What follows belongs to an exercise in optimizing a design on an open flow for small area and a short achievable clock period; a production flow would make more cautious choices. At most, simulation tests tie the RTL to the original design; equivalence was not proved. Function not checked in runs 1 and 2: the RTL went through the layout flow alone. In every run shown here, the design's own scripts or RTL, not TritonCTS, make the clock network. No driver is modelled on the clock port, so clock power and skew are understated where the tree is cut down; a real chip needs a root buffer or a tree. Power is estimated from default activity; no workload was simulated.

$ cat flow/run.sh
#!/bin/bash
# Own layout flow: the standard ORFS flow, with two changes:
#  - the clock tree is built by flow/pre_cts.tcl (two inverter levels) in
#    place of TritonCTS;
#  - every port gets a buf_2 as its port buffer.
# Each ORFS step writes its full log under orfs/logs/; make's own output goes
# to flow_make.log in the work folder.
set -euo pipefail
W=$(pwd)
bash standard.sh \
  PRE_CTS_TCL="$W/flow/pre_cts.tcl" \
  BUFFER_PORTS_ARGS="-buffer_cell sky130_fd_sc_hd__buf_2" \
  finish > "$W/flow_make.log" 2>&1
$ cat flow/mtree.tcl
# Manual two-level clock tree: NROOT root cells fed by the clock port, each
# driving a group of leaf cells; each leaf cell drives a cluster of sinks.
# The cells may be buffers or inverters (two inverter levels keep the
# clock's polarity).
proc manual_cts {nroot nleaf rootcell leafcell} {
  set block [ord::get_db_block]
  set db [ord::get_db]
  set clknet [$block findNet clk]
  set sinks {}
  foreach it [$clknet getITerms] {
    lassign [$it getAvgXY] ok x y
    lappend sinks [list $it $x $y]
  }
  set n [llength $sinks]
  puts "manual_cts: $n sinks"
  # balanced recursive bisection into nleaf clusters
  proc bisect {pts k} {
    if {$k <= 1} { return [list $pts] }
    set xs [lmap p $pts {lindex $p 1}]; set ys [lmap p $pts {lindex $p 2}]
    set dx [expr {[tcl::mathfunc::max {*}$xs] - [tcl::mathfunc::min {*}$xs]}]
    set dy [expr {[tcl::mathfunc::max {*}$ys] - [tcl::mathfunc::min {*}$ys]}]
    set idx [expr {$dx >= $dy ? 1 : 2}]
    set s [lsort -real -index $idx $pts]
    set k1 [expr {$k / 2}]; set k2 [expr {$k - $k1}]
    set cut [expr {round([llength $s] * double($k1) / $k)}]
    return [concat [bisect [lrange $s 0 [expr {$cut-1}]] $k1] [bisect [lrange $s $cut end] $k2]]
  }
  set clusters [bisect $sinks $nleaf]
  set lmaster [$db findMaster $leafcell]
  set rmaster [$db findMaster $rootcell]
  set leaves {}
  set i 0
  foreach c $clusters {
    set sx 0; set sy 0
    foreach p $c { set sx [expr {$sx + [lindex $p 1]}]; set sy [expr {$sy + [lindex $p 2]}] }
    set cx [expr {round($sx / [llength $c])}]; set cy [expr {round($sy / [llength $c])}]
    set inst [odb::dbInst_create $block $lmaster "clkbuf_leaf_m$i"]
    set net [odb::dbNet_create $block "clknet_leaf_m$i"]
    $net setSigType CLOCK
    foreach p $c { set it [lindex $p 0]; $it disconnect; $it connect $net }
    [outpin $inst] connect $net
    $inst setLocation $cx $cy
    $inst setPlacementStatus PLACED
    lappend leaves [list $inst $cx $cy]
    incr i
  }
  set groups [bisect $leaves $nroot]
  set i 0
  foreach g $groups {
    set sx 0; set sy 0
    foreach p $g { set sx [expr {$sx + [lindex $p 1]}]; set sy [expr {$sy + [lindex $p 2]}] }
    set cx [expr {round($sx / [llength $g])}]; set cy [expr {round($sy / [llength $g])}]
    set inst [odb::dbInst_create $block $rmaster "clkbuf_root_m$i"]
    set net [odb::dbNet_create $block "clknet_root_m$i"]
    $net setSigType CLOCK
    foreach p $g { [[lindex $p 0] findITerm A] connect $net }
    [outpin $inst] connect $net
    [$inst findITerm A] connect $clknet
    $inst setLocation $cx $cy
    $inst setPlacementStatus PLACED
    incr i
  }
  $clknet setSigType CLOCK
  puts "manual_cts: [llength $clusters] leaves, [llength $groups] roots"
}
proc outpin {inst} {
  foreach it [$inst getITerms] { if {[$it isOutputSignal]} { return $it } }
}
$ cat flow/pre_cts.tcl
# Sourced by ORFS's cts.tcl before clock tree synthesis (PRE_CTS_TCL).
# Replaces TritonCTS with a two-level tree built by manual_cts: four root
# inverters on the clock port, each driving a group of leaf inverters, each
# leaf inverter driving a compact cluster of about 24 flip-flops. Two
# single-stage inverter levels instead of TritonCTS's three buffer levels:
# the clock arrives at every register earlier, with the same small skew.
source [file join [file dirname [info script]] mtree.tcl]

rename clock_tree_synthesis tritoncts_clock_tree_synthesis
proc clock_tree_synthesis {args} {
  set n [llength [[[ord::get_db_block] findNet clk] getITerms]]
  set nleaf [expr {max(4, ($n + 23) / 24)}]
  manual_cts 4 $nleaf sky130_fd_sc_hd__inv_16 sky130_fd_sc_hd__inv_16
  set_propagated_clock [all_clocks]
}
$ cat standard.sh
#!/bin/bash
# synth_recipe.tcl (not shown) runs the flow's synth.tcl, then flattens the netlist and writes it again
# the make line also repeats each setting of config.mk as NAME=value (left out here)
make -C /OpenROAD-flow-scripts/flow DESIGN_CONFIG=/design/flow/config.mk WORK_HOME=/design/flow/orfs CLKGATE_MAP_FILE= SYNTH_SCRIPT=/design/flow/synth_recipe.tcl "${@:-finish}"
$ cat config.mk
export PLATFORM = sky130hd
export DESIGN_NAME = hb_task_queue_top
export DESIGN_NICKNAME = hb_task_queue_top
export VERILOG_FILES = /design/flow/design.v
export SDC_FILE = /design/flow/constraint.sdc
export NUM_CORES = 4
export LEC_CHECK = 0
export CAP_MARGIN = 20
export CORE_MARGIN = 2
export CORE_UTILIZATION = 60
export PLACE_DENSITY = 0.72
export SETUP_SLACK_MARGIN = 1.9
export SLEW_MARGIN = 20
$ cat constraint.sdc
create_clock -name core_clock -period 3.6 [get_ports {clk}]
set_input_delay 0.7200 -clock core_clock [delete_from_list [all_inputs] [get_ports {clk}]]
set_output_delay 0.7200 -clock core_clock [all_outputs]
set_load 0.01 [all_outputs]
$ cat design.v
module hb_task_queue_core #(
    parameter DEPTH = 16,
    parameter WIDTH = 32
)(
    input  logic clk,
    input  logic reset,                  
    input  logic push_req,
    input  logic [WIDTH-1:0] data_in,
    output logic full,
    output logic valid_out,
    output logic [WIDTH-1:0] data_out,
    input  logic pop_req,
    output logic empty                   
);
    localparam RDEPTH = DEPTH - 1;       
    logic [WIDTH-1:0] head_q;
    logic [WIDTH-1:0] slot [0:RDEPTH-1];
    logic [DEPTH-1:0] occ_lo;            
    logic             nfull_q;           
    logic [DEPTH:0]   occ;               
    logic             valid_q, full_q;   
    logic             le1_q;             
    logic             mid_q;             
    assign data_out  = head_q;
    assign valid_out = valid_q;
    assign full      = full_q;
    assign empty     = occ[0];
    assign occ       = {!nfull_q, occ_lo};
    wire head_en = occ[0] || pop_req;
    logic [WIDTH-1:0] head_d;
    always_comb begin
        head_d = le1_q ? data_in : '0;
        for (int j = 0; j < RDEPTH; j++)
            head_d = head_d | (occ[j+2] ? slot[j] : '0);
    end
    always_ff @(posedge clk) begin
        if (head_en)
            head_q <= head_d;
    end
    wire shift = push_req && mid_q;
    always_ff @(posedge clk) begin
        if (shift) begin
            slot[0] <= data_in;
            for (int j = 1; j < RDEPTH; j++)
                slot[j] <= slot[j-1];
        end
    end
    logic [DEPTH:0] occ_up, occ_dn, occ_both, occ_n;
    always_comb begin
        occ_up          = {occ[DEPTH-1:0], 1'b0};
        occ_up[DEPTH]   = occ[DEPTH-1] | occ[DEPTH];
        occ_dn          = {1'b0, occ[DEPTH:1]};
        occ_dn[0]       = occ[0] | occ[1];
        occ_both        = occ;
        occ_both[0]     = 1'b0;
        occ_both[1]     = occ[0] | occ[1];
        occ_both[DEPTH-1] = occ[DEPTH-1] | occ[DEPTH];
        occ_both[DEPTH] = 1'b0;
    end
    function automatic [3:0] flags(input [DEPTH:0] o);
        flags = {!o[0], o[DEPTH], o[0] | o[1], !o[0] && !o[DEPTH]};
    endfunction
    wire [3:0] fl_hold = flags(occ);
    wire [3:0] fl_up   = flags(occ_up);
    wire [3:0] fl_dn   = flags(occ_dn);
    wire [3:0] fl_both = flags(occ_both);
    logic [3:0] fl_n;
    always_comb begin
        case ({push_req, pop_req})
            2'b10:   begin occ_n = occ_up;   fl_n = fl_up;   end
            2'b01:   begin occ_n = occ_dn;   fl_n = fl_dn;   end
            2'b11:   begin occ_n = occ_both; fl_n = fl_both; end
            default: begin occ_n = occ;      fl_n = fl_hold; end
        endcase
    end
    always_ff @(posedge clk) begin
        if (reset) begin
            occ_lo  <= {{(DEPTH-1){1'b0}}, 1'b1};
            nfull_q <= 1'b1;
            valid_q <= 1'b0;
            full_q  <= 1'b0;
            le1_q   <= 1'b1;
            mid_q   <= 1'b0;
        end else begin
            occ_lo  <= occ_n[DEPTH-1:0];
            nfull_q <= !occ_n[DEPTH];
            {valid_q, full_q, le1_q, mid_q} <= fl_n;
        end
    end
endmodule
module hb_task_distributor (
    input  logic clk,
    input  logic reset,                  
    input  logic in_valid,
    input  logic [31:0] in_data,
    output logic out_valid,
    output logic [31:0] out_data,
    input  logic consumer_ready
);
    logic buffered_valid;                
    logic buffered_empty;                
    logic [31:0] buffered_data;
    assign out_valid = buffered_valid;
    assign out_data  = buffered_data;
    always_ff @(posedge clk) begin
        if (in_valid && buffered_empty)
            buffered_data <= in_data;
        else
            buffered_data <= buffered_data & {32{!buffered_empty}};
    end
    logic valid_n;
    always_comb begin
        if (buffered_empty)
            valid_n = in_valid;
        else
            valid_n = !consumer_ready;
    end
    always_ff @(posedge clk) begin
        if (reset) begin
            buffered_valid <= 1'b0;
            buffered_empty <= 1'b1;
        end else begin
            buffered_valid <= valid_n;
            buffered_empty <= !valid_n;
        end
    end
endmodule
module hb_arbiter_banked (
    input  logic clk,
    input  logic reset,                  
    input  logic in_valid,
    input  logic [31:0] in_data,
    output logic [1:0] grant_out,
    output logic [1:0] served_bank
);
    logic rr;
    logic [1:0] grant;
    assign grant_out   = grant;
    assign served_bank = grant;
    always_ff @(posedge clk) begin
        if (reset) begin
            grant <= 2'b00;
            rr    <= 1'b0;
        end else begin
            grant <= in_valid ? (rr ? 2'b10 : 2'b01) : 2'b00;
            if (in_valid) rr <= ~rr;
        end
    end
endmodule
module hb_task_queue_top (
    input  logic        clk,
    input  logic        reset,             
    input  logic        push_req,
    input  logic [31:0] data_in,
    input  logic        pop_req,
    output logic        full,
    output logic        valid_out,
    output logic [31:0] data_out,
    input  logic        consumer_ready,
    output logic        dist_out_valid,
    output logic [31:0] dist_out_data,
    output logic [1:0]  grant_out,
    output logic [1:0]  served_bank
);
    logic q_empty;
    hb_task_queue_core #(.DEPTH(16), .WIDTH(32)) dut_queue (
        .clk(clk),
        .reset(reset),
        .push_req(push_req),
        .data_in(data_in),
        .full(full),
        .valid_out(valid_out),
        .data_out(data_out),
        .pop_req(pop_req),
        .empty(q_empty)
    );
    hb_task_distributor distributor (
        .clk(clk),
        .reset(reset),
        .in_valid(!q_empty),
        .in_data(data_out),
        .out_valid(dist_out_valid),
        .out_data(dist_out_data),
        .consumer_ready(consumer_ready)
    );
    hb_arbiter_banked arbiter (
        .clk(clk),
        .reset(reset),
        .in_valid(!q_empty),
        .in_data(data_out),
        .grant_out(grant_out),
        .served_bank(served_bank)
    );
endmodule
==> impl_metrics.env, run 1 <==
export IMPL_clock_fmax_mhz=564
export IMPL_antenna_cells=0
export IMPL_crit_path_start_kind="input pin"
export IMPL_route_detailed_drc=0
export IMPL_port_buffers=107
export IMPL_cp_required_ps=3550
export IMPL_synth_top_family_by_area="compound AO/OA/AOI/OAI gates"
export IMPL_dieHeight_um=190
export IMPL_die_area_sq_um=35900
export IMPL_core_area_sq_um=33700
export IMPL_synth_simple_area_share_pct=2.66
export IMPL_synth_top_cell_area_share_pct=74.4
export IMPL_vias=11638
export IMPL_synth_compound_area_share_pct=13.4
export IMPL_antenna_found_initial=2
export IMPL_ir_worst_vdd_v=0.000385
export IMPL_hold_buffers=0
export IMPL_viasPerCell=6.76
export IMPL_layout_worst_path_cycle_share_pct=49.3
export IMPL_ys_ff_latch=570
export IMPL_worstMarginPinSlew_ps=747
export IMPL_clk_pin_slew_worst_paths_ps=80
export IMPL_grt_pass1_vias=11341
export IMPL_ys_flop_type="edfxtp_1"
export IMPL_syn_area_sq_um=20700
export IMPL_max_cap_violations=0
export IMPL_ios=108
export IMPL_synthMuxAreaShare_pct=0
export IMPL_clk_latency_ps=190
export IMPL_synth_xor_area_share_pct=0.0424
export IMPL_num_rows=67
export IMPL_min_period_ps=1770
export IMPL_synthAdderAreaFrac_pct=0.303
export IMPL_syn_to_final_growth_pct=12.2
export IMPL_yosysWarnings=4
export IMPL_synth_commonest_cells="edfxtp_1 (512), a22o_1 (141), a221oi_1 (121)"
export IMPL_synth_cells=1137
export IMPL_syn_mean_instance_area_sq_um=18.2
export IMPL_synth_edf_count=512
export IMPL_drt_met1_wl_um=19300
export IMPL_async_flop_share_pct=0
export IMPL_ant_nets=0
export IMPL_critPathKind="in -> reg"
export IMPL_grt_max_degree=84
export IMPL_firstDrtPassIters=5
export IMPL_grt_usage_pct=26.2
export IMPL_synth_area_leaders="edfxtp_1 (74%), a22o_1 (6.0%), dfxtp_1 (5.6%), a221oi_1 (5.1%), buf_6 (1.7%)"
export IMPL_hold_viol_final=0
export IMPL_grt_overflow=0
export IMPL_outcome="finished clean"
export IMPL_dpl_hpwl_um=25800
export IMPL_gp_congestion=0.773
export IMPL_drt_wl_total_um=48400
export IMPL_drive_gt1_share_pct=21.7
export IMPL_wl_per_cell_um=28.1
export IMPL_finalInstanceArea_sq_um=23200
export IMPL_placed_area_sq_um=21600
export IMPL_grt_pass1_wl_um=70500
export IMPL_start_util_pct=61.3
export IMPL_report_final_slew_viol_count=0
export IMPL_yosysUniqueCellTypes=33
export IMPL_cp_arrival_ps=1720
export IMPL_synth_yosys_seq_area_share_pct=80.1
export IMPL_drt_iter0_markers=1394
export IMPL_rsz0062_at_grt="true"
export IMPL_total_power_mw=11.2
export IMPL_relSlewSlack_pct=50.0
export IMPL_final_setup_skew_ps=13.2
export IMPL_wl_met2_um=22400
export IMPL_die_w_um=190
export IMPL_yosysMostFrequentCell="edfxtp_1"
export IMPL_synth_top_area_cell="edfxtp_1"
export IMPL_highest_layer="met5"
export IMPL_cp_end_kind="register"
export IMPL_p_leak_nw=7.71
export IMPL_dr_wl_met3_um=5210
export IMPL_fin_nets=1318
export IMPL_critPathMaxFanout=16
export IMPL_hp_class="reg -> reg"
export IMPL_cellPowerDensity_nw_per_um2=484
export IMPL_setup_viol=0
path summary, 6_finish.rpt:
check	startpoint	endpoint	slack, ps	cells after the start
worst min register to register	dut_queue.slot[11][0]	dut_queue.slot[12][0]	440	0
worst max-delay path	push_req	dut_queue.slot[10][25]	1830	7
worst max register to register	dut_queue.occ_lo[15]	dut_queue.head_q[7]	1930	4
worst min-delay path	dut_queue.slot[11][0]	dut_queue.slot[12][0]	440	0
layout by cell type, fill, tap and decap left out, drive strengths merged, types with 4 or more instances in the layout:
cell and count:
a221oi 130, inv 65, dfxtp 58, buf 183, nand4 32, ha 5, nand2 37, o21ai 34
a22o 141, edfxtp 512, nor2 18, nor2b 18, a21oi 17, bufbuf 4
per-stage QoR:
| stage | util (%) | TNS [ps] | hold slack, ps | setup WS (ps) | instances |
|---|---|---|---|---|---|
| floorplan | - | -421580 | 427 | -878 | 1137 |
| global placement | 64.2 | 0 | 429 | 1250 | 1645 |
| detailed placement | 64.2 | 0 | 434 | 1210 | 1645 |
| CTS | 68.2 | 0 | 445 | 1850 | 1710 |
| global route | 68.8 | 0 | 459 | 1810 | 1722 |
| finish | 68.8 | 0 | 443 | 1830 | 1722 |
routing by layer:
metal	track usage, %	vias to the layer above
li1	-	4939
met1	39.6	5883
met2	41.0	711
met3	3.38	101
met4	7.01	4
met5	0	-
worst max-delay path: stages:
cell and delay, ps:
buf_12 110, and2_4 170, buf_12 150, buf_16 140
buf_12 140, buf_12 130, buf_16 150
power breakdown:
group	internal, mW	leakage [nW]	switching [mW]	total, mW
sequential	7.51	5.23	0.170	7.68
combinational	0.264	2.21	0.383	0.648
clock	0.518	0.274	2.38	2.89
registers in the layout, summed over array words and instances (netlist names), 2 cells and up:
signal	cells
dut_queue.occ_lo	16
arbiter.grant	2
dut_queue.slot	480
distributor.buffered_data	32
dut_queue.head_q	32
cells by family after synthesis:
family | count (synthesis)
AO/OA/AOI/OAI | 330
flip-flops | 570
XOR/XNOR | 1
AND/OR/NAND/NOR | 110
adder cells (fa/ha/maj) | 5
buffers and inverters | 121
area by class of cell:
class                      count  area [sq um]
fill                        2178         10500
inverter                      68           724
multi-input combinational    448          3580
sequential                   570         16600
tap                          448           561
timing repair buffer         188          1740
timing repair:
action,in CTS,in global routing
cloned,9,2
setup endpoints to repair,534,208
pin swaps,5,15
buffers inserted,28,10
resized for setup,61,23
==> run 2: changes to the inputs <==
--- a/design.v
+++ b/design.v
@@ -27,5 +27,5 @@
     assign empty     = occ[0];
     assign occ       = {!nfull_q, occ_lo};
-    wire head_en = occ[0] || pop_req;
+    wire head_en = occ[0] ? push_req : pop_req;
     logic [WIDTH-1:0] head_d;
     always_comb begin
@@ -37,4 +37,6 @@
         if (head_en)
             head_q <= head_d;
+        else
+            head_q <= head_q & {WIDTH{!occ[0]}};
     end
     wire shift = push_req && mid_q;
@@ -65,26 +67,45 @@
     wire [3:0] fl_dn   = flags(occ_dn);
     wire [3:0] fl_both = flags(occ_both);
-    logic [3:0] fl_n;
-    always_comb begin
-        case ({push_req, pop_req})
-            2'b10:   begin occ_n = occ_up;   fl_n = fl_up;   end
-            2'b01:   begin occ_n = occ_dn;   fl_n = fl_dn;   end
-            2'b11:   begin occ_n = occ_both; fl_n = fl_both; end
-            default: begin occ_n = occ;      fl_n = fl_hold; end
+    localparam NS = DEPTH + 1 + 4;
+    logic [NS-1:0] ns;
+    hb_req_select #(.W(NS)) next_sel (
+        .push_req(push_req),
+        .pop_req(pop_req),
+        .reset(reset),
+        .v_hold({fl_hold, occ}),
+        .v_push({fl_up, occ_up}),
+        .v_pop({fl_dn, occ_dn}),
+        .v_both({fl_both, occ_both}),
+        .v_reset({4'b0010, {DEPTH{1'b0}}, 1'b1}),
+        .q(ns)
+    );
+    always_ff @(posedge clk) begin
+        occ_lo  <= ns[DEPTH-1:0];
+        nfull_q <= !ns[DEPTH];
+        {valid_q, full_q, le1_q, mid_q} <= ns[NS-1:DEPTH+1];
+    end
+endmodule
+module hb_req_select #(
+    parameter W = 1
+)(
+    input  logic         push_req,
+    input  logic         pop_req,
+    input  logic         reset,
+    input  logic [W-1:0] v_hold,
+    input  logic [W-1:0] v_push,
+    input  logic [W-1:0] v_pop,
+    input  logic [W-1:0] v_both,
+    input  logic [W-1:0] v_reset,
+    output logic [W-1:0] q
+);
+    always_comb begin
+        if (reset)
+            q = v_reset;
+        else case ({push_req, pop_req})
+            2'b10:   q = v_push;
+            2'b01:   q = v_pop;
+            2'b11:   q = v_both;
+            default: q = v_hold;
         endcase
-    end
-    always_ff @(posedge clk) begin
-        if (reset) begin
-            occ_lo  <= {{(DEPTH-1){1'b0}}, 1'b1};
-            nfull_q <= 1'b1;
-            valid_q <= 1'b0;
-            full_q  <= 1'b0;
-            le1_q   <= 1'b1;
-            mid_q   <= 1'b0;
-        end else begin
-            occ_lo  <= occ_n[DEPTH-1:0];
-            nfull_q <= !occ_n[DEPTH];
-            {valid_q, full_q, le1_q, mid_q} <= fl_n;
-        end
     end
 endmodule
--- a/config.mk
+++ b/config.mk
@@ -12,2 +12,4 @@
 export SETUP_SLACK_MARGIN = 1.9
 export SLEW_MARGIN = 20
+export SYNTH_HIERARCHICAL = 1
+export SYNTH_MINIMUM_KEEP_SIZE = 0
==> run 2 against run 1 <==
Still clean. Clock power about the same. Routed wire length increased by 0.63%. Clock skew up 3.9 ps. Power increased by 11%. Cell count up 3.6%. Largest cell class unchanged.
==> impl_metrics.env, run 2 <==
export IMPL_outcome="finished clean"
export IMPL_die_w_um=192
export IMPL_ys_flop_type="edfxtp_1"
export IMPL_grt_pass1_vias=11382
export IMPL_hp_class="reg -> reg"
export IMPL_ios=108
export IMPL_syn_area_sq_um=21200
export IMPL_async_flop_share_pct=0
export IMPL_ir_worst_vdd_v=0.000403
export IMPL_crit_path_start_kind="input pin"
export IMPL_critPathMaxFanout=72
export IMPL_cpPeakStageDelay_ps=340
export IMPL_layout_commonest_cell="edfxtp_1"
export IMPL_min_period_ps=1690
export IMPL_cp_common_cell="buf_12"
export IMPL_synth_simple_area_share_pct=2.05
export IMPL_finalInstanceArea_sq_um=23200
export IMPL_max_cap_violations=0
export IMPL_critPathKind="in -> reg"
export IMPL_yosysUniqueCellTypes=38
export IMPL_critical_path_top_delay_family="buffers and inverters"
export IMPL_synth_yosys_seq_area_share_pct=76.6
export IMPL_synth_commonest_cells="edfxtp_1 (480), a22o_1 (156), a221oi_1 (106)"
export IMPL_wl_per_cell_um=27.3
export IMPL_setup_viol=0
export IMPL_p_leak_nw=8.04
export IMPL_dpl_hpwl_um=27100
export IMPL_synth_compound_area_share_pct=14.6
export IMPL_cp_end_kind="register"
export IMPL_synthAdderAreaFrac_pct=0
export IMPL_synthMuxAreaShare_pct=2.66
export IMPL_ant_nets=0
export IMPL_synth_top_area_cell="edfxtp_1"
export IMPL_num_rows=68
export IMPL_synth_cells=1194
export IMPL_grt_pass1_wl_um=70800
export IMPL_drt_wl_total_um=48700
export IMPL_hold_viol_final=0
export IMPL_rsz0062_at_grt="false"
export IMPL_rr_endpoint="dut_queue.head_q[28]"
export IMPL_yosysMostFrequentCell="edfxtp_1"
export IMPL_antenna_cells=0
export IMPL_r2r_start="dut_queue.occ_lo[5]"
export IMPL_core_area_sq_um=34600
export IMPL_grt_max_degree=73
export IMPL_firstDrtPassIters=5
export IMPL_layout_worst_path_cycle_share_pct=47.0
export IMPL_grt_usage_pct=26.0
export IMPL_antenna_found_initial=0
export IMPL_cp_arrival_ps=1550
export IMPL_fin_nets=1368
export IMPL_path_buf_inv=3
export IMPL_drt_iter0_markers=1410
export IMPL_timing_final_ws_setup_ps=1910
export IMPL_top_regs="dut_queue.slot: 480 flops, distributor.buffered_data: 32 flops, dut_queue.head_q: 32 flops"
export IMPL_worstMarginPinSlew_ps=866
export IMPL_hold_depth=2
export IMPL_largest_reg_flops=480
export IMPL_cellPowerDensity_nw_per_um2=538
export IMPL_final_setup_skew_ps=17.0
export IMPL_cp_required_ps=3450
export IMPL_rr_worst_depth=5
export IMPL_route_detailed_drc=0
export IMPL_syn_mean_instance_area_sq_um=17.7
export IMPL_die_area_sq_um=36800
export IMPL_vias=11955
export IMPL_start_util_pct=61.1
export IMPL_synth_area_leaders="edfxtp_1 (68%), dfxtp_1 (8.5%), a22o_1 (6.5%), a221oi_1 (4.4%), a221oi_2 (1.6%)"
export IMPL_relSlewSlack_pct=42.3
export IMPL_crit_slowest_cell="buf_12"
export IMPL_reg2reg_slack_ps=1930
export IMPL_viasPerCell=6.70
export IMPL_clk_latency_ps=200
export IMPL_total_power_mw=12.5
export IMPL_yosysWarnings=11
export IMPL_report_final_slew_viol_count=0
export IMPL_syn_to_final_growth_pct=9.74
export IMPL_grt_overflow=0
export IMPL_layout_common_cells="edfxtp_1 (480), a22o_1 (156), buf_2 (104)"
export IMPL_ys_ff_latch=570
export IMPL_holdCritStartpoint="distributor.buffered_data[20]"
export IMPL_clk_pin_slew_worst_paths_ps=80
export IMPL_synth_top_family_by_area="compound AO/OA/AOI/OAI gates"
export IMPL_gp_congestion=0.752
export IMPL_synth_xor_area_share_pct=0.0414
export IMPL_drive_gt1_share_pct=20.8
export IMPL_synth_top_cell_area_share_pct=68.1
export IMPL_port_buffers=107
export IMPL_placed_area_sq_um=22100
export IMPL_preCtsSetupSlack_ps=1220
export IMPL_clock_fmax_mhz=591
export IMPL_holdPathEnd="distributor.buffered_data[20]"
export IMPL_synth_edf_count=480
export IMPL_dieHeight_um=192
export IMPL_largest_register="dut_queue.slot"
export IMPL_path_cells="buf_6, and2_4, buf_12, buf_12"
==> run 2: cell types whose count changed in the layout (fill, tap and decap cells not counted), sizes merged, moves of 29 or more <==
cell	change
buf	-29
edfxtp	-32
conb	+30
dfxtp	+32
nand3	+30
mux2	+43
nand2	-37
==> run 2: final cells by class <==
class,count,area (sq um)
Sequential cell,570,16300
Fill cell,2299,11400
Multi-Input combinational cell,515,4340
Timing Repair Buffer,157,1270
Inverter,87,788
Tap cell,455,569
==> run 2: how the worst max path moves through the flow <==
stage               slack, ps                     to  depth (start not counted)            startpoint
finish                   1910  dut_queue.slot[0][11]                          4              push_req
global route             1900    dut_queue.head_q[2]                          5  dut_queue.occ_lo[11]
CTS                      1830   dut_queue.head_q[24]                          5  dut_queue.occ_lo[14]
detailed placement       1220   dut_queue.head_q[27]                          5               pop_req
global placement         1250      dut_queue.nfull_q                          5                 reset
floorplan                -890   dut_queue.slot[0][0]                          1              push_req
==> run 2: metrics by stage <==
stage / setup TNS [ps] / utilization, % / hold WS [ps] / cells
global placement: 0 / 64.0 / 426 / 1739
floorplan: -427470 / - / 427 / 1222
global route: 0 / 67.1 / 459 / 1784
detailed placement: 0 / 64.0 / 430 / 1739
finish: 0 / 67.1 / 440 / 1784
CTS: 0 / 66.4 / 442 / 1777
==> run 2: Yosys stat by module (local to each module, per instance), a selection <==
module	flip-flops and latches	cell area (sq um)	cells
hb_task_distributor	34	1250	143
hb_task_queue_top	0	3.75	1
hb_arbiter_banked	3	105	9
==> run 2: metal layers <==
metal | vias to the layer above | GRT usage (%) | wire length, um
li1 | 5169 | - | -
met1 | 6049 | 39.9 | 20100
met2 | 673 | 40.9 | 22900
met3 | 64 | 2.96 | 4680
met4 | 0 | 5.06 | 963
met5 | - | 0 | 0
==> run 2: worst min-delay path, stage by stage, from the launching register on <==
cell,delay [ps]
dfxtp_1,310
inv_1,50
o21ai_1,40
==> run 2: power by group <==
group	leakage, nW	switching (mW)	internal (mW)
registers	5.26	0.411	7.69
logic	2.51	0.867	0.616
clock network	0.274	2.40	0.516
total	8.04	3.68	8.82
==> run 2: timing repair <==
| item | 4_1_cts | 5_1_grt |
|---|---|---|
| gates resized for setup | 47 | 31 |
| pin swaps | 2 | 7 |
| endpoints found under the setup margin | 535 | 306 |
| hold buffers | 0 | 0 |
| setup buffers | 7 | 5 |
| cloned | 3 | 2 |
==> run 2: cells by family after synthesis <==
family	count (synthesis)
buffers and inverters	138
other	2
and+or+nand+nor	76
muxes	43
AOI/OAI and AO/OA	364
DFF	570
xor gates and xnor gates	1
==> run 3: changes to the inputs <==
--- a/design.v
+++ b/design.v
@@ -14,29 +14,27 @@
 );
     localparam RDEPTH = DEPTH - 1;       
-    logic [WIDTH-1:0] head_q;
-    logic [WIDTH-1:0] slot [0:RDEPTH-1];
-    logic [DEPTH-1:0] occ_lo;            
-    logic             nfull_q;           
-    logic [DEPTH:0]   occ;               
-    logic             valid_q, full_q;   
-    logic             le1_q;             
-    logic             mid_q;             
+    logic [WIDTH-1:0]  head_q;
+    logic [WIDTH-1:0]  slot [0:RDEPTH-1];
+    logic [DEPTH:0]    nocc;             
+    logic [DEPTH:0]    occ;              
+    logic [RDEPTH-1:0] rsel;             
+    logic              valid_q, full_q;  
+    logic              le1_q;            
+    logic              mid_q;            
     assign data_out  = head_q;
     assign valid_out = valid_q;
     assign full      = full_q;
     assign empty     = occ[0];
-    assign occ       = {!nfull_q, occ_lo};
-    wire head_en = occ[0] ? push_req : pop_req;
+    assign occ       = ~nocc;
+    wire head_en = occ[0] || pop_req;
     logic [WIDTH-1:0] head_d;
     always_comb begin
         head_d = le1_q ? data_in : '0;
         for (int j = 0; j < RDEPTH; j++)
-            head_d = head_d | (occ[j+2] ? slot[j] : '0);
+            head_d = head_d | (rsel[j] ? slot[j] : '0);
     end
     always_ff @(posedge clk) begin
         if (head_en)
             head_q <= head_d;
-        else
-            head_q <= head_q & {WIDTH{!occ[0]}};
     end
     wire shift = push_req && mid_q;
@@ -48,65 +46,53 @@
         end
     end
-    logic [DEPTH:0] occ_up, occ_dn, occ_both, occ_n;
+    logic [DEPTH:0] occ_up, occ_dn, occ_both;
     always_comb begin
-        occ_up          = {occ[DEPTH-1:0], 1'b0};
-        occ_up[DEPTH]   = occ[DEPTH-1] | occ[DEPTH];
-        occ_dn          = {1'b0, occ[DEPTH:1]};
-        occ_dn[0]       = occ[0] | occ[1];
-        occ_both        = occ;
-        occ_both[0]     = 1'b0;
-        occ_both[1]     = occ[0] | occ[1];
+        occ_up            = {occ[DEPTH-1:0], 1'b0};
+        occ_up[DEPTH]     = occ[DEPTH-1] | occ[DEPTH];
+        occ_dn            = {1'b0, occ[DEPTH:1]};
+        occ_dn[0]         = occ[0] | occ[1];
+        occ_both          = occ;
+        occ_both[0]       = 1'b0;
+        occ_both[1]       = occ[0] | occ[1];
         occ_both[DEPTH-1] = occ[DEPTH-1] | occ[DEPTH];
-        occ_both[DEPTH] = 1'b0;
-    end
-    function automatic [3:0] flags(input [DEPTH:0] o);
-        flags = {!o[0], o[DEPTH], o[0] | o[1], !o[0] && !o[DEPTH]};
-    endfunction
-    wire [3:0] fl_hold = flags(occ);
-    wire [3:0] fl_up   = flags(occ_up);
-    wire [3:0] fl_dn   = flags(occ_dn);
-    wire [3:0] fl_both = flags(occ_both);
-    localparam NS = DEPTH + 1 + 4;
-    logic [NS-1:0] ns;
-    hb_req_select #(.W(NS)) next_sel (
+        occ_both[DEPTH]   = 1'b0;
+    end
+    logic s_hold, s_push, s_pop, s_both;
+    hb_req_decode decode (
         .push_req(push_req),
         .pop_req(pop_req),
         .reset(reset),
-        .v_hold({fl_hold, occ}),
-        .v_push({fl_up, occ_up}),
-        .v_pop({fl_dn, occ_dn}),
-        .v_both({fl_both, occ_both}),
-        .v_reset({4'b0010, {DEPTH{1'b0}}, 1'b1}),
-        .q(ns)
-    );
-    always_ff @(posedge clk) begin
-        occ_lo  <= ns[DEPTH-1:0];
-        nfull_q <= !ns[DEPTH];
-        {valid_q, full_q, le1_q, mid_q} <= ns[NS-1:DEPTH+1];
-    end
-endmodule
-module hb_req_select #(
-    parameter W = 1
-)(
-    input  logic         push_req,
-    input  logic         pop_req,
-    input  logic         reset,
-    input  logic [W-1:0] v_hold,
-    input  logic [W-1:0] v_push,
-    input  logic [W-1:0] v_pop,
-    input  logic [W-1:0] v_both,
-    input  logic [W-1:0] v_reset,
-    output logic [W-1:0] q
-);
-    always_comb begin
-        if (reset)
-            q = v_reset;
-        else case ({push_req, pop_req})
-            2'b10:   q = v_push;
-            2'b01:   q = v_pop;
-            2'b11:   q = v_both;
-            default: q = v_hold;
-        endcase
-    end
+        .s_hold(s_hold),
+        .s_push(s_push),
+        .s_pop(s_pop),
+        .s_both(s_both)
+    );
+    wire [DEPTH:0] occ_n = ({(DEPTH+1){s_hold}} & occ)
+                         | ({(DEPTH+1){s_push}} & occ_up)
+                         | ({(DEPTH+1){s_pop}}  & occ_dn)
+                         | ({(DEPTH+1){s_both}} & occ_both)
+                         | {{DEPTH{1'b0}}, reset};
+    always_ff @(posedge clk) begin
+        nocc    <= ~occ_n;
+        rsel    <= occ_n[DEPTH:2];
+        valid_q <= !occ_n[0];
+        full_q  <= occ_n[DEPTH];
+        le1_q   <= occ_n[0] | occ_n[1];
+        mid_q   <= !occ_n[0] && !occ_n[DEPTH];
+    end
+endmodule
+module hb_req_decode (
+    input  logic push_req,
+    input  logic pop_req,
+    input  logic reset,
+    output logic s_hold,
+    output logic s_push,
+    output logic s_pop,
+    output logic s_both
+);
+    assign s_hold = !reset && !push_req && !pop_req;
+    assign s_push = !reset &&  push_req && !pop_req;
+    assign s_pop  = !reset && !push_req &&  pop_req;
+    assign s_both = !reset &&  push_req &&  pop_req;
 endmodule
 module hb_task_distributor (
==> run 3 against run 2 <==
Still clean on timing, DRC and antenna. First-iteration DRC count down 1.6%. Design area down 2.6%. Power down 8.1%. Synthesized cell count down 7.5%. Cell count down 6.3%. Critical endpoint is now dut_queue.le1_q.
==> impl_metrics.env, run 3 <==
export IMPL_fin_nets=1263
export IMPL_drt_wl_total_um=45100
export IMPL_max_cap_violations=0
export IMPL_synth_top_cell_area_share_pct=75.1
export IMPL_fin_util_pct=67.3
export IMPL_yosysWarnings=10
export IMPL_route_detailed_drc=0
export IMPL_synth_area_leaders="edfxtp_1 (75%), dfxtp_1 (6.9%), a22o_1 (5.5%), a221oi_1 (5.5%), nand4_1 (0.98%)"
export IMPL_gr_max_usage_layer="met2"
export IMPL_layout_commonest_cell="edfxtp_1"
export IMPL_dpl_hpwl_um=24700
export IMPL_synth_cells=1104
export IMPL_use_met2_pct=39.8
export IMPL_core_area_sq_um=33600
export IMPL_setup_viol=0
export IMPL_largest_register="dut_queue.slot"
export IMPL_yosysMostFrequentCell="edfxtp_1"
export IMPL_top_regs="dut_queue.slot: 480 flops, distributor.buffered_data: 32 flops, dut_queue.head_q: 32 flops"
export IMPL_cellPowerDensity_nw_per_um2=508
export IMPL_async_flop_share_pct=0
export IMPL_port_buffers=107
export IMPL_ys_flop_type="edfxtp_1"
export IMPL_outcome="finished clean"
export IMPL_largest_reg_flops=480
export IMPL_grt_max_degree=64
export IMPL_antenna_cells=0
export IMPL_clk_latency_ps=210
export IMPL_p_leak_nw=7.51
export IMPL_min_period_ps=1670
export IMPL_viasPerCell=6.69
export IMPL_ys_ff_latch=583
export IMPL_antenna_found_initial=0
export IMPL_crit_path_start_kind="input pin"
export IMPL_met1_usage_pct=37.4
export IMPL_syn_area_sq_um=20500
export IMPL_preCtsSetupSlack_ps=1320
export IMPL_final_setup_skew_ps=27.2
export IMPL_wl_per_cell_um=27.0
export IMPL_critPathMaxFanout=5
export IMPL_synth_top_area_cell="edfxtp_1"
export IMPL_clk_pin_slew_worst_paths_ps=80
export IMPL_cp_arrival_ps=1760
export IMPL_use_met3_pct=4.41
export IMPL_vias=11178
export IMPL_total_power_mw=11.5
export IMPL_worstMarginPinSlew_ps=748
export IMPL_relSlewSlack_pct=50.1
export IMPL_layout_worst_path_cycle_share_pct=46.4
export IMPL_syn_mean_instance_area_sq_um=18.6
export IMPL_hold_viol_final=0
export IMPL_firstDrtPassIters=5
export IMPL_gp_congestion=0.768
export IMPL_ir_worst_vdd_v=0.000378
export IMPL_grt_overflow=0
export IMPL_syn_to_final_growth_pct=10.4
export IMPL_synth_edf_count=512
export IMPL_timing_final_ws_setup_ps=1930
export IMPL_holdWs_ps=439
export IMPL_rsz0062_at_grt="true"
export IMPL_synth_yosys_seq_area_share_pct=82.0
export IMPL_die_w_um=189
export IMPL_die_area_sq_um=35600
export IMPL_cp_required_ps=3690
export IMPL_ios=108
export IMPL_grt_usage_pct=25.0
export IMPL_clock_fmax_mhz=598
export IMPL_dieHeight_um=189
export IMPL_cp_end_kind="register"
export IMPL_drive_gt1_share_pct=17.2
export IMPL_grt_pass1_vias=10847
export IMPL_drt_iter0_markers=1387
export IMPL_num_rows=67
export IMPL_critPathKind="in -> reg"
export IMPL_layout_common_cells="edfxtp_1 (512), a22o_1 (129), a221oi_1 (127)"
export IMPL_hp_class="reg -> reg"
export IMPL_synth_commonest_cells="edfxtp_1 (512), a22o_1 (129), a221oi_1 (128)"
export IMPL_ant_nets=0
export IMPL_grt_pass1_wl_um=66900
export IMPL_yosysUniqueCellTypes=34
export IMPL_reg2reg_slack_ps=1940
export IMPL_start_util_pct=60.9
export IMPL_report_final_slew_viol_count=0
[run 3: cell types whose count changed in the layout (fill, tap and decap cells not counted), moves of 20 or more]
cell      delta
conb_1      -30
mux2_4      -22
a221oi_2    -37
o22ai_1     -20
a22o_1      -27
a21oi_1     -21
edfxtp_1    +32
a221oi_1    +37
[run 3: path summary, 6_finish.rpt]
path,start,to,cells past startpoint
worst max-delay path,pop_req,dut_queue.le1_q,4
worst min-delay path,dut_queue.slot[13][29],dut_queue.slot[14][29],0
worst max register to register,dut_queue.rsel[1],dut_queue.head_q[13],3
worst min register to register,dut_queue.slot[13][29],dut_queue.slot[14][29],0
[run 3: where the power goes]
group | switching, mW | internal, mW
combinational | 0.366 | 0.231
clock | 2.45 | 0.532
sequential | 0.189 | 7.72
total | 3.00 | 8.48
[run 3: metal layers]
layer  share of wire (%)  vias up  wire, um
met5                   0        -         0
met4                 1.5        0       657
met3                 9.9       55      4480
met2                  48      585     21600
met1                  41     5696     18400
li1                    -     4842         -
[run 3: kinds of logic after synthesis]
group | synth area share, %
buffers and inverters | 2.41
AO/OA/AOI/OAI | 12.7
XOR/XNOR | 0.0428
flip-flops | 82.0
AND/OR/NAND/NOR | 2.80
[run 3: critical path: stages]
cell and delay (ps):
buf_12 110, and3b_2 250, a2111oi_4 310, or3b_1 370
[run 3: per-stage QoR]
stage               cells  area, sq um  TNS, ps
finish               1672        22600        0
global route         1672        22600        0
CTS                  1670        22600        0
detailed placement   1624        21600        0
global placement     1624        21600        0
floorplan            1104        20500  -427470
[run 3: timing repair]
item                                    CTS  global route
cloned                                    7             0
gates resized for setup                  41             9
endpoints found under the setup margin  502            63
pin swaps                                 3             1
setup buffers                            10             2
hold buffers                              0             0
endpoints found under the hold margin     0             0
[run 3: Yosys stat by module (local to each module, per instance), a selection]
module / flip-flops and latches / area [sq um]
hb_arbiter_banked: 3 / 105
hb_task_distributor: 34 / 1250
hb_req_decode: 0 / 30.0
hb_task_queue_top: 0 / 3.75
[run 3: layout make-up]
class | instances | area [sq um]
flip-flops and latches | 583 | 16800
repair buffers | 153 | 1190
multi-input cells | 410 | 3290
fillers | 2195 | 11000
well taps | 448 | 561
inverters | 78 | 768
==> run 4: changes to the inputs <==
--- a/config.mk
+++ b/config.mk
@@ -10,5 +10,5 @@
 export CORE_UTILIZATION = 60
 export PLACE_DENSITY = 0.72
-export SETUP_SLACK_MARGIN = 1.9
+export SETUP_SLACK_MARGIN = 2.05
 export SLEW_MARGIN = 20
 export SYNTH_HIERARCHICAL = 1
==> run 4 against run 3 <==
Routed wire length up 5.7%. Global-route usage grew 0.63 points. Synthesized cell count unchanged. Critical path depth rose by 2. Sequential share of layout area is 4.2 points lower. Sequential power about the same. First-iteration DRC count decreased by 0.58%. Register-to-register slack improved by 110 ps. Critical path type unchanged. Largest cell class unchanged. Largest power group unchanged.
==> impl_metrics.env, run 4 <==
export IMPL_synth_top_cell_area_share_pct=75.1
export IMPL_drt_iter0_markers=1379
export IMPL_p_leak_nw=8.15
export IMPL_grt_pass1_vias=11070
export IMPL_synth_edf_count=512
export IMPL_top_regs="dut_queue.slot: 480 flops, distributor.buffered_data: 32 flops, dut_queue.head_q: 32 flops"
export IMPL_fillers=2000
export IMPL_firstDrtPassIters=5
export IMPL_critPathMaxFanout=5
export IMPL_finalInstanceArea_sq_um=24000
export IMPL_clock_fmax_mhz=595
export IMPL_layout_common_cells="edfxtp_1 (512), a22o_1 (129), buf_2 (102)"
export IMPL_die_area_sq_um=35600
export IMPL_antenna_found_initial=0
export IMPL_hold_depth=0
export IMPL_fin_util_pct=71.3
export IMPL_synth_yosys_seq_area_share_pct=82.0
export IMPL_grt_usage_pct=25.6
export IMPL_layout_commonest_cell="edfxtp_1"
export IMPL_viasPerCell=6.72
export IMPL_dieHeight_um=189
export IMPL_rr_worst_depth=4
export IMPL_cp_required_ps=3700
export IMPL_port_buffers=107
export IMPL_syn_mean_instance_area_sq_um=18.6
export IMPL_largest_reg_flops=480
export IMPL_yosysUniqueCellTypes=34
export IMPL_ys_flop_type="edfxtp_1"
export IMPL_preCtsSetupSlack_ps=1180
export IMPL_ys_ff_latch=583
export IMPL_hold_viol_final=0
export IMPL_num_rows=67
export IMPL_outcome="finished clean"
export IMPL_ios=108
export IMPL_clk_latency_ps=200
export IMPL_start_util_pct=60.9
export IMPL_clk_pin_slew_worst_paths_ps=80
export IMPL_grt_overflow=0
export IMPL_holdWs_ps=430
export IMPL_cellPowerDensity_nw_per_um2=486
export IMPL_holdPathEnd="dut_queue.slot[2][28]"
export IMPL_core_area_sq_um=33600
export IMPL_async_flop_share_pct=0
export IMPL_wl_per_cell_um=27.8
export IMPL_timing_final_ws_setup_ps=1920
export IMPL_rr_endpoint="dut_queue.head_q[5]"
export IMPL_ir_worst_vdd_v=0.000475
export IMPL_synth_area_leaders="edfxtp_1 (75%), dfxtp_1 (6.9%), a22o_1 (5.5%), a221oi_1 (5.5%), nand4_1 (0.98%)"
export IMPL_syn_area_sq_um=20500
export IMPL_min_period_ps=1680
export IMPL_synth_commonest_cells="edfxtp_1 (512), a22o_1 (129), a221oi_1 (128)"
export IMPL_final_setup_skew_ps=25.9
export IMPL_synth_top_area_cell="edfxtp_1"
export IMPL_worstMarginPinSlew_ps=770
export IMPL_vias=11542
export IMPL_setup_viol=0
export IMPL_synth_cells=1104
export IMPL_hold_buffers=0
export IMPL_hp_class="reg -> reg"
export IMPL_placed_area_sq_um=21700
export IMPL_fin_setup_tns_ps=0
export IMPL_largest_register="dut_queue.slot"
export IMPL_r2r_start="dut_queue.rsel[10]"
export IMPL_regArea_sq_um=16800
export IMPL_route_detailed_drc=0
export IMPL_cp_end_kind="register"
export IMPL_die_w_um=189
export IMPL_rsz0062_at_grt="true"
export IMPL_fin_nets=1309
export IMPL_yosysWarnings=10
export IMPL_layout_worst_path_cycle_share_pct=46.7
export IMPL_ant_nets=0
export IMPL_relSlewSlack_pct=48.7
export IMPL_drt_wl_total_um=47700
export IMPL_grt_pass1_wl_um=68600
export IMPL_gp_congestion=0.756
export IMPL_crit_path_start_kind="input pin"
export IMPL_syn_to_final_growth_pct=17.1
export IMPL_yosysMostFrequentCell="edfxtp_1"
export IMPL_reg2reg_slack_ps=2050
export IMPL_multiInputGateArea_sq_um=3740
export IMPL_drive_gt1_share_pct=25.3
export IMPL_critPathKind="in -> reg"
export IMPL_holdCritStartpoint="dut_queue.slot[1][28]"
export IMPL_dpl_hpwl_um=24700
export IMPL_max_cap_violations=0
export IMPL_cp_arrival_ps=1780
export IMPL_grt_max_degree=53
export IMPL_report_final_slew_viol_count=0
export IMPL_antenna_cells=0
[run 4: cell counts after synthesis]
Identical to the previous run, type by type.
[run 4: timing repair]
action	in CTS	in global routing
cloned	8	19
pin swaps	7	14
endpoints found under the setup margin	608	279
setup buffers	32	4
endpoints found under the hold margin	0	0
gates resized for setup	81	91
[run 4: area by class of cell]
type	count	share of cell area, %
multi-input combinational	410	15.6
timing repair buffer	199	8.71
sequential	583	70.1
tap	448	2.34
inverter	78	3.20
[run 4: worst max path at each step]
| stage | startpoint | to | slack (ps) | cells past startpoint |
|---|---|---|---|---|
| 2_1_floorplan | push_req | dut_queue.slot[0][0] | -890 | 1 |
| 6_report | push_req | dut_queue.nocc[15] | 1920 | 6 |
| 3_3_place_gp | push_req | dut_queue.slot[2][1] | 1250 | 3 |
| 5_1_grt | push_req | dut_queue.nocc[6] | 1860 | 7 |
| 4_1_cts | push_req | dut_queue.le1_q | 1940 | 5 |
| 3_5_place_dp | push_req | dut_queue.slot[1][1] | 1180 | 3 |
[run 4: cell families after synthesis]
| logic type | after synthesis | share of synthesized area [%] |
|---|---|---|
| and+or+nand+nor | 99 | 2.80 |
| buffers and inverters | 112 | 2.41 |
| AOI/OAI and AO/OA | 309 | 12.7 |
| xor gates and xnor gates | 1 | 0.0428 |
| DFF | 583 | 82.0 |
[run 4: modules after synthesis (local to each module, per instance), excerpt]
module / cells inside / cell area, sq um / flip-flops and latches
hb_req_decode: 4 / 30.0 / 0
hb_task_distributor: 143 / 1250 / 34
hb_arbiter_banked: 9 / 105 / 3
hb_task_queue_top: 1 / 3.75 / 0
[run 4: through the flow]
stage,total power [mW],cells
floorplan,8.35,1104
global placement,8.57,1626
detailed placement,8.60,1626
CTS,11.6,1695
global route,12.0,1718
finish,11.7,1718
[run 4: routing by layer]
layer | track usage, % | share of wire, % | wire, um | vias up
met3 | 3.52 | 9.7 | 4630 | 86
met2 | 40.9 | 48 | 22700 | 635
met4 | 4.72 | 2.5 | 1180 | 0
met1 | 38.8 | 40 | 19200 | 5871
li1 | - | - | - | 4950
met5 | 0 | 0 | 0 | -
[run 4: critical path: stages]
cell and delay (ps):
buf_12 110, buf_4 150, nor3b_4 350, buf_6 170, nor2_4 30, o221a_2 250
[run 4: power breakdown]
group / switching [mW] / total [mW] / internal (mW)
clock: 2.46 / 2.99 / 0.533
sequential: 0.198 / 7.92 / 7.72
combinational: 0.407 / 0.737 / 0.330
total: 3.07 / 11.6 / 8.58
==> run 5: changes to the inputs <==
--- a/config.mk
+++ b/config.mk
@@ -10,5 +10,5 @@
 export CORE_UTILIZATION = 60
 export PLACE_DENSITY = 0.72
-export SETUP_SLACK_MARGIN = 2.05
+export SETUP_SLACK_MARGIN = 1.95
 export SLEW_MARGIN = 20
 export SYNTH_HIERARCHICAL = 1
==> run 5 against run 4 <==
Critical path depth decreased by 2. Clock skew decreased by 3.0 ps. Still clean. Maximum frequency decreased by 0.73%. Via count decreased by 0.79%. Area after synthesis unchanged. Largest power group unchanged.
==> impl_metrics.env, run 5 <==
export IMPL_outcome="finished clean"
export IMPL_cellPowerDensity_nw_per_um2=499
export IMPL_layout_common_cells="edfxtp_1 (512), a22o_1 (129), a221oi_1 (116)"
export IMPL_yosysWarnings=10
export IMPL_antenna_cells=0
export IMPL_crit_path_start_kind="input pin"
export IMPL_yosysMostFrequentCell="edfxtp_1"
export IMPL_ys_flop_type="edfxtp_1"
export IMPL_relSlewSlack_pct=51.0
export IMPL_core_area_sq_um=33600
export IMPL_grt_overflow=0
export IMPL_grt_pass1_wl_um=68900
export IMPL_viasPerCell=6.73
export IMPL_max_cap_violations=0
export IMPL_dpl_hpwl_um=24500
export IMPL_cp_end_kind="register"
export IMPL_route_detailed_drc=0
export IMPL_internal_power_mw=8.53
export IMPL_min_period_ps=1690
export IMPL_die_area_sq_um=35600
export IMPL_synth_top_cell_area_share_pct=75.1
export IMPL_rsz0062_at_grt="true"
export IMPL_ant_nets=0
export IMPL_antenna_found_initial=1
export IMPL_synth_commonest_cells="edfxtp_1 (512), a22o_1 (129), a221oi_1 (128)"
export IMPL_setup_viol=0
export IMPL_grt_max_degree=56
export IMPL_syn_mean_instance_area_sq_um=18.6
export IMPL_layout_worst_path_cycle_share_pct=47.0
export IMPL_critical_path_top_delay_family="simple AND/OR/NAND/NOR gates"
export IMPL_largest_register="dut_queue.slot"
export IMPL_vias=11451
export IMPL_hp_class="reg -> reg"
export IMPL_final_setup_skew_ps=22.9
export IMPL_fin_nets=1292
export IMPL_synth_edf_count=512
export IMPL_grt_pass1_vias=11188
export IMPL_die_w_um=189
export IMPL_drt_iter0_markers=1393
export IMPL_cp_arrival_ps=1780
export IMPL_dieHeight_um=189
export IMPL_synth_yosys_seq_area_share_pct=82.0
export IMPL_start_util_pct=60.9
export IMPL_report_final_slew_viol_count=0
export IMPL_hold_buffers=0
export IMPL_cpPeakStageDelay_ps=370
export IMPL_firstDrtPassIters=5
export IMPL_placed_area_sq_um=21600
export IMPL_yosysUniqueCellTypes=34
export IMPL_largest_reg_flops=480
export IMPL_worstMarginPinSlew_ps=735
export IMPL_async_flop_share_pct=0
export IMPL_hold_viol_final=0
export IMPL_finalInstanceArea_sq_um=23200
export IMPL_num_rows=67
export IMPL_p_leak_nw=7.78
export IMPL_synth_cells=1104
export IMPL_crit_slowest_cell="or3b_1"
export IMPL_wl_per_cell_um=27.7
export IMPL_ys_ff_latch=583
export IMPL_syn_area_sq_um=20500
export IMPL_p_sw_mw=3.03
export IMPL_synth_top_area_cell="edfxtp_1"
export IMPL_clock_fmax_mhz=590
export IMPL_critPathKind="in -> reg"
export IMPL_synth_area_leaders="edfxtp_1 (75%), dfxtp_1 (6.9%), a22o_1 (5.5%), a221oi_1 (5.5%), nand4_1 (0.98%)"
export IMPL_path_cells="buf_12, and3b_2, a2111oi_4, or3b_1"
export IMPL_p_seq_share_pct=68.4
export IMPL_gp_congestion=0.780
export IMPL_syn_to_final_growth_pct=13.1
export IMPL_port_buffers=107
export IMPL_grt_usage_pct=25.9
export IMPL_combPwrFrac_pct=5.7
export IMPL_clk_latency_ps=200
export IMPL_cp_required_ps=3690
export IMPL_path_buf_inv=1
export IMPL_ios=108
export IMPL_critPathMaxFanout=6
export IMPL_drive_gt1_share_pct=20.0
export IMPL_drt_wl_total_um=47100
export IMPL_total_power_mw=11.6
export IMPL_layout_commonest_cell="edfxtp_1"
export IMPL_ir_worst_vdd_v=0.000419
export IMPL_top_regs="dut_queue.slot: 480 flops, distributor.buffered_data: 32 flops, dut_queue.head_q: 32 flops"
export IMPL_clockPowerShare_pct=25.8
export IMPL_sw_frac_of_total_pct=26.2
export IMPL_clk_pin_slew_worst_paths_ps=80
run 5: cell counts after synthesis:
No cell type changed its count.
run 5: final timing paths:
check | depth (start not counted) | slack (ps) | to | from
worst max-delay path | 4 | 1910 | dut_queue.le1_q | push_req
worst min-delay path | 2 | 440 | distributor.buffered_data[20] | distributor.buffered_data[20]
worst max register to register | 4 | 1960 | dut_queue.head_q[9] | dut_queue.rsel[4]
worst min register to register | 2 | 440 | distributor.buffered_data[20] | distributor.buffered_data[20]
run 5: routing by layer:
layer	global-route usage, %	wire length, um	share of wire, %	vias up
li1	-	-	-	4910
met1	38.3	19300	41	5838
met2	41.6	22200	47	615
met3	3.78	4320	9.2	86
met4	6.43	1240	2.6	2
met5	0	22	0.047	-
run 5: stage by stage:
step	hold WS (ps)	utilization [%]	setup TNS, ps	worst slack [ps]	instances
after floorplan	427	-	-427470	-891	1104
after global placement	426	64.2	0	1360	1625
after detailed placement	429	64.2	0	1320	1625
after CTS	442	68.2	0	1910	1693
after global routing	446	68.9	0	1870	1701
final	437	68.9	0	1910	1701
run 5: modules after synthesis (local to each module, per instance), a selection:
module,copies in the design,cell area [sq um]
hb_arbiter_banked,1,105
hb_req_decode,1,30.0
hb_task_queue_top,1,3.75
hb_task_distributor,1,1250
run 5: power by group through the flow:
stage / logic (mW) / clock network [mW] / registers [mW]
finish: 0.663 / 2.99 / 7.91
global route: 0.713 / 3.26 / 7.95
CTS: 0.638 / 3.03 / 7.91
detailed placement: 0.537 / 0 / 8.06
global placement: 0.523 / 0 / 8.05
floorplan: 0.276 / 0 / 8.06
run 5: kinds of logic (layout without fill, tap and decap cells):
family,Yosys count,after routing,synth area share (%)
AOI/OAI and AO/OA,309,309,12.7
xor gates and xnor gates,1,1,0.0428
buffers and inverters,112,259,2.41
DFF,583,583,82.0
and+or+nand+nor,99,101,2.80
run 5: timing repair:
action	4_1_cts	5_1_grt
pin swaps	5	5
gates cloned	13	3
setup endpoints to repair	565	214
resized for setup	56	24
buffers inserted	26	5
run 5: area by class of cell:
| cell class | count | area, sq um |
|---|---|---|
| sequential | 583 | 16800 |
| fill | 2120 | 10400 |
| multi-input combinational | 411 | 3340 |
| timing repair buffer | 181 | 1690 |
| inverter | 78 | 768 |
| tap | 448 | 561 |
run 5: tightest hold or removal path: stages, from the launching register on:
cell	delay [ps]
dfxtp_1	310
inv_1	50
o21ai_1	40
==> run 6: changes to the inputs <==
==> flow/run.sh (replaced) <==
#!/bin/bash
# Own layout flow: the standard ORFS flow, with two changes:
#  - the clock tree is built by flow/pre_cts.tcl (two inverter levels) in
#    place of TritonCTS;
#  - every port gets a buf_1 as its port buffer.
# Each ORFS step writes its full log under orfs/logs/; make's own output goes
# to flow_make.log in the work folder.
set -euo pipefail
W=$(pwd)
bash standard.sh \
  PRE_CTS_TCL="$W/flow/pre_cts.tcl" \
  BUFFER_PORTS_ARGS="-buffer_cell sky130_fd_sc_hd__buf_1" \
  finish > "$W/flow_make.log" 2>&1
==> flow/pre_cts.tcl (replaced) <==
# Sourced by ORFS's cts.tcl before clock tree synthesis (PRE_CTS_TCL).
# Replaces TritonCTS with a two-level tree built by manual_cts: four root
# inverters on the clock port, each driving a group of leaf inverters, each
# leaf inverter driving a compact cluster of about 18 flip-flops. Two
# single-stage inverter levels instead of TritonCTS's three buffer levels:
# the clock arrives at every register earlier, with the same small skew.
source [file join [file dirname [info script]] mtree.tcl]

rename clock_tree_synthesis tritoncts_clock_tree_synthesis
proc clock_tree_synthesis {args} {
  set n [llength [[[ord::get_db_block] findNet clk] getITerms]]
  set nleaf [expr {max(4, ($n + 17) / 18)}]
  manual_cts 4 $nleaf sky130_fd_sc_hd__inv_16 sky130_fd_sc_hd__inv_8
  set_propagated_clock [all_clocks]
}
--- a/config.mk
+++ b/config.mk
@@ -10,6 +10,7 @@
 export CORE_UTILIZATION = 60
 export PLACE_DENSITY = 0.72
-export SETUP_SLACK_MARGIN = 1.95
+export SETUP_SLACK_MARGIN = 2.05
 export SLEW_MARGIN = 20
 export SYNTH_HIERARCHICAL = 1
 export SYNTH_MINIMUM_KEEP_SIZE = 0
+export TNS_END_PERCENT = 0
==> run 6 against run 5 <==
Still clean. Routed wire length decreased by 1.9%. Clock power is 11% lower. Maximum frequency shrank 4.0%. Sequential power is essentially flat. Power shrank 3.4%. Combinational power decreased by 9.0%. Hold slack improved by 8.2 ps. Design area decreased by 2.4%. Cell count fell by 0.59%. Critical path type unchanged. Largest power group unchanged.
==> impl_metrics.env, run 6 <==
export IMPL_grt_max_degree=45
export IMPL_ios=108
export IMPL_ys_flop_type="edfxtp_1"
export IMPL_syn_to_final_growth_pct=10.4
export IMPL_multiInputGateArea_sq_um=3250
export IMPL_synth_cells=1104
export IMPL_crit_end="dut_queue.head_q[31]"
export IMPL_outcome="finished clean"
export IMPL_setup_viol=0
export IMPL_fin_util_pct=67.2
export IMPL_clk_pin_slew_worst_paths_ps=90
export IMPL_syn_area_sq_um=20500
export IMPL_start_util_pct=60.9
export IMPL_rsz0062_at_grt="true"
export IMPL_reg2reg_slack_ps=1890
export IMPL_cp_required_ps=3470
export IMPL_fin_nets=1282
export IMPL_final_setup_skew_ps=21.3
export IMPL_relSlewSlack_pct=54.5
export IMPL_vias=11300
export IMPL_regArea_sq_um=16800
export IMPL_synth_top_area_cell="edfxtp_1"
export IMPL_rr_endpoint="dut_queue.head_q[23]"
export IMPL_hold_buffers=0
export IMPL_synth_commonest_cells="edfxtp_1 (512), a22o_1 (129), a221oi_1 (128)"
export IMPL_clk_latency_ps=180
export IMPL_cp_end_kind="register"
export IMPL_clock_fmax_mhz=567
export IMPL_drive_gt1_share_pct=9.41
export IMPL_synth_yosys_seq_area_share_pct=82.0
export IMPL_synth_top_cell_area_share_pct=75.1
export IMPL_drt_iter0_markers=1246
export IMPL_dpl_hpwl_um=24900
export IMPL_rr_worst_depth=4
export IMPL_max_cap_violations=0
export IMPL_hp_class="reg -> reg"
export IMPL_yosysMostFrequentCell="edfxtp_1"
export IMPL_cpPeakStageDelay_ps=270
export IMPL_critPathMaxFanout=2
export IMPL_worstMarginPinSlew_ps=683
export IMPL_yosysWarnings=10
export IMPL_critPathKind="in -> reg"
export IMPL_min_period_ps=1760
export IMPL_antenna_cells=0
export IMPL_core_area_sq_um=33600
export IMPL_grt_pass1_vias=11090
export IMPL_syn_mean_instance_area_sq_um=18.6
export IMPL_p_leak_nw=7.24
export IMPL_die_area_sq_um=35600
export IMPL_antenna_found_initial=0
export IMPL_grt_usage_pct=25.7
export IMPL_total_power_mw=11.2
export IMPL_ant_nets=0
export IMPL_async_flop_share_pct=0
export IMPL_port_buffers=107
export IMPL_crit_start="data_in[31]"
export IMPL_layout_common_cells="edfxtp_1 (512), a22o_1 (129), a221oi_1 (127)"
export IMPL_top_regs="dut_queue.slot: 480 flops, distributor.buffered_data: 32 flops, dut_queue.head_q: 32 flops"
export IMPL_path_cells="buf_1, a22o_1, a221oi_1, nand4_1"
export IMPL_drt_wl_total_um=46200
export IMPL_largest_register="dut_queue.slot"
export IMPL_largest_reg_flops=480
export IMPL_synth_area_leaders="edfxtp_1 (75%), dfxtp_1 (6.9%), a22o_1 (5.5%), a221oi_1 (5.5%), nand4_1 (0.98%)"
export IMPL_crit_slowest_cell="a22o_1"
export IMPL_hold_viol_final=0
export IMPL_grt_pass1_wl_um=68400
export IMPL_synth_edf_count=512
export IMPL_firstDrtPassIters=5
export IMPL_report_final_slew_viol_count=0
export IMPL_layout_commonest_cell="edfxtp_1"
export IMPL_layout_worst_path_cycle_share_pct=49.0
export IMPL_fin_setup_tns_ps=0
export IMPL_ir_worst_vdd_v=0.000417
export IMPL_gp_congestion=0.789
export IMPL_wl_per_cell_um=27.3
export IMPL_crit_path_start_kind="input pin"
export IMPL_viasPerCell=6.68
export IMPL_route_detailed_drc=0
export IMPL_num_rows=67
export IMPL_die_w_um=189
export IMPL_yosysUniqueCellTypes=34
export IMPL_dieHeight_um=189
export IMPL_r2r_start="dut_queue.rsel[10]"
export IMPL_fillers=2198
export IMPL_cellPowerDensity_nw_per_um2=494
export IMPL_ys_ff_latch=583
export IMPL_grt_overflow=0
export IMPL_cp_arrival_ps=1630
-- run 6: logic make-up after synthesis --
logic type / Yosys count / share of synthesized area [%]
compound gates: 309 / 12.7
simple gates: 99 / 2.80
xor+xnor: 1 / 0.0428
buf+inv: 112 / 2.41
flops: 583 / 82.0
-- run 6: what timing repair did --
item                                    CTS  global route
endpoints found under the setup margin  606           584
cloned                                    9             0
gates resized for setup                  43             6
pin swaps                                 3             1
buffers inserted                         14             0
-- run 6: through the flow --
stage / instances / hold slack [ps] / setup WS (ps) / area [sq um]
after floorplan: 1104 / 427 / -891 / 20500
after CTS: 1691 / 447 / 1910 / 22600
final: 1691 / 446 / 1840 / 22600
after global routing: 1691 / 455 / 1840 / 22600
after global placement: 1631 / 428 / 1350 / 21500
after detailed placement: 1631 / 434 / 1290 / 21500
-- run 6: worst min path at each step --
stage                                        from                             to  cells after the start
floorplan                    dut_queue.slot[1][0]           dut_queue.slot[2][0]                      0
CTS                         dut_queue.slot[11][9]          dut_queue.slot[12][9]                      0
finish              distributor.buffered_data[14]  distributor.buffered_data[14]                      2
detailed placement          dut_queue.slot[1][27]          dut_queue.slot[2][27]                      0
global route                dut_queue.slot[11][9]          dut_queue.slot[12][9]                      0
global placement     distributor.buffered_data[7]   distributor.buffered_data[7]                      2
-- run 6: Yosys stat by module, one instance, submodules excluded, excerpt --
module               cells  copies in the design
hb_task_queue_top        1                     1
hb_req_decode            4                     1
hb_task_distributor    143                     1
hb_arbiter_banked        9                     1
-- run 6: critical path: cells and delay by family --
family	cells	cell delay, ps
AOI/OAI and AO/OA	2	500
and+or+nand+nor	1	260
buffers and inverters	1	150
-- run 6: area by class of cell --
| class | instances | share of cell area (%) |
|---|---|---|
| inverter | 86 | 2.81 |
| tap | 448 | 2.48 |
| timing repair buffer | 164 | 6.00 |
| multi-input combinational | 410 | 14.4 |
| sequential | 583 | 74.3 |
-- run 6: power breakdown --
part           total (mW)  internal, mW  switching (mW)  leakage, nW
Combinational       0.603         0.232           0.371         1.60
Clock                2.65         0.416            2.23        0.239
Sequential           7.92          7.72           0.198         5.41
Total                11.2          8.37            2.80         7.24
-- run 6: per-layer routing --
layer | routed length, um | share of wire, % | global-route usage [%]
met4 | 1240 | 2.7 | 5.68
met1 | 18900 | 41 | 38.9
met5 | 0 | 0 | 0
met2 | 21700 | 47 | 40.9
met3 | 4370 | 9.5 | 3.20

## what the ideal ports hide
Ports are ideal in the flow. The routed layouts listed here were re-timed in OpenROAD. Step 1: set_driving_cell puts a clkbuf_16 on clk and a buf_2 on each other input, an assumption about the parent block. Step 2 adds t to the input delays and takes it off the output delays; t is the mean of the earliest and latest rising clock arrival at the registers after step 1. Input paths then give back, and output paths get back, about the clock's delay inside the block. a / b / c = ideal / step 1 / step 2; a / b = the first two.
| run | shift t [ns] | setup slack, ns | pins driven straight from the clock port |
|---|---|---|---|
| run 1 | 0.400 | 1.827 / 1.823 / 1.588 | 4 |
| run 2 | 0.398 | 1.908 / 1.865 / 1.679 | 4 |
| run 3 | 0.412 | 1.928 / 1.765 / 1.669 | 4 |
| run 4 | 0.413 | 1.919 / 1.812 / 1.679 | 4 |
| run 5 | 0.410 | 1.906 / 1.776 / 1.663 | 4 |
| run 6 | 0.376 | 1.836 / 1.743 / 1.645 | 4 |
After both steps every run listed still meets setup and hold. The setup slack of run 3, which loses most, moves by -0.163 ns with the drivers and by -0.259 ns with both steps.
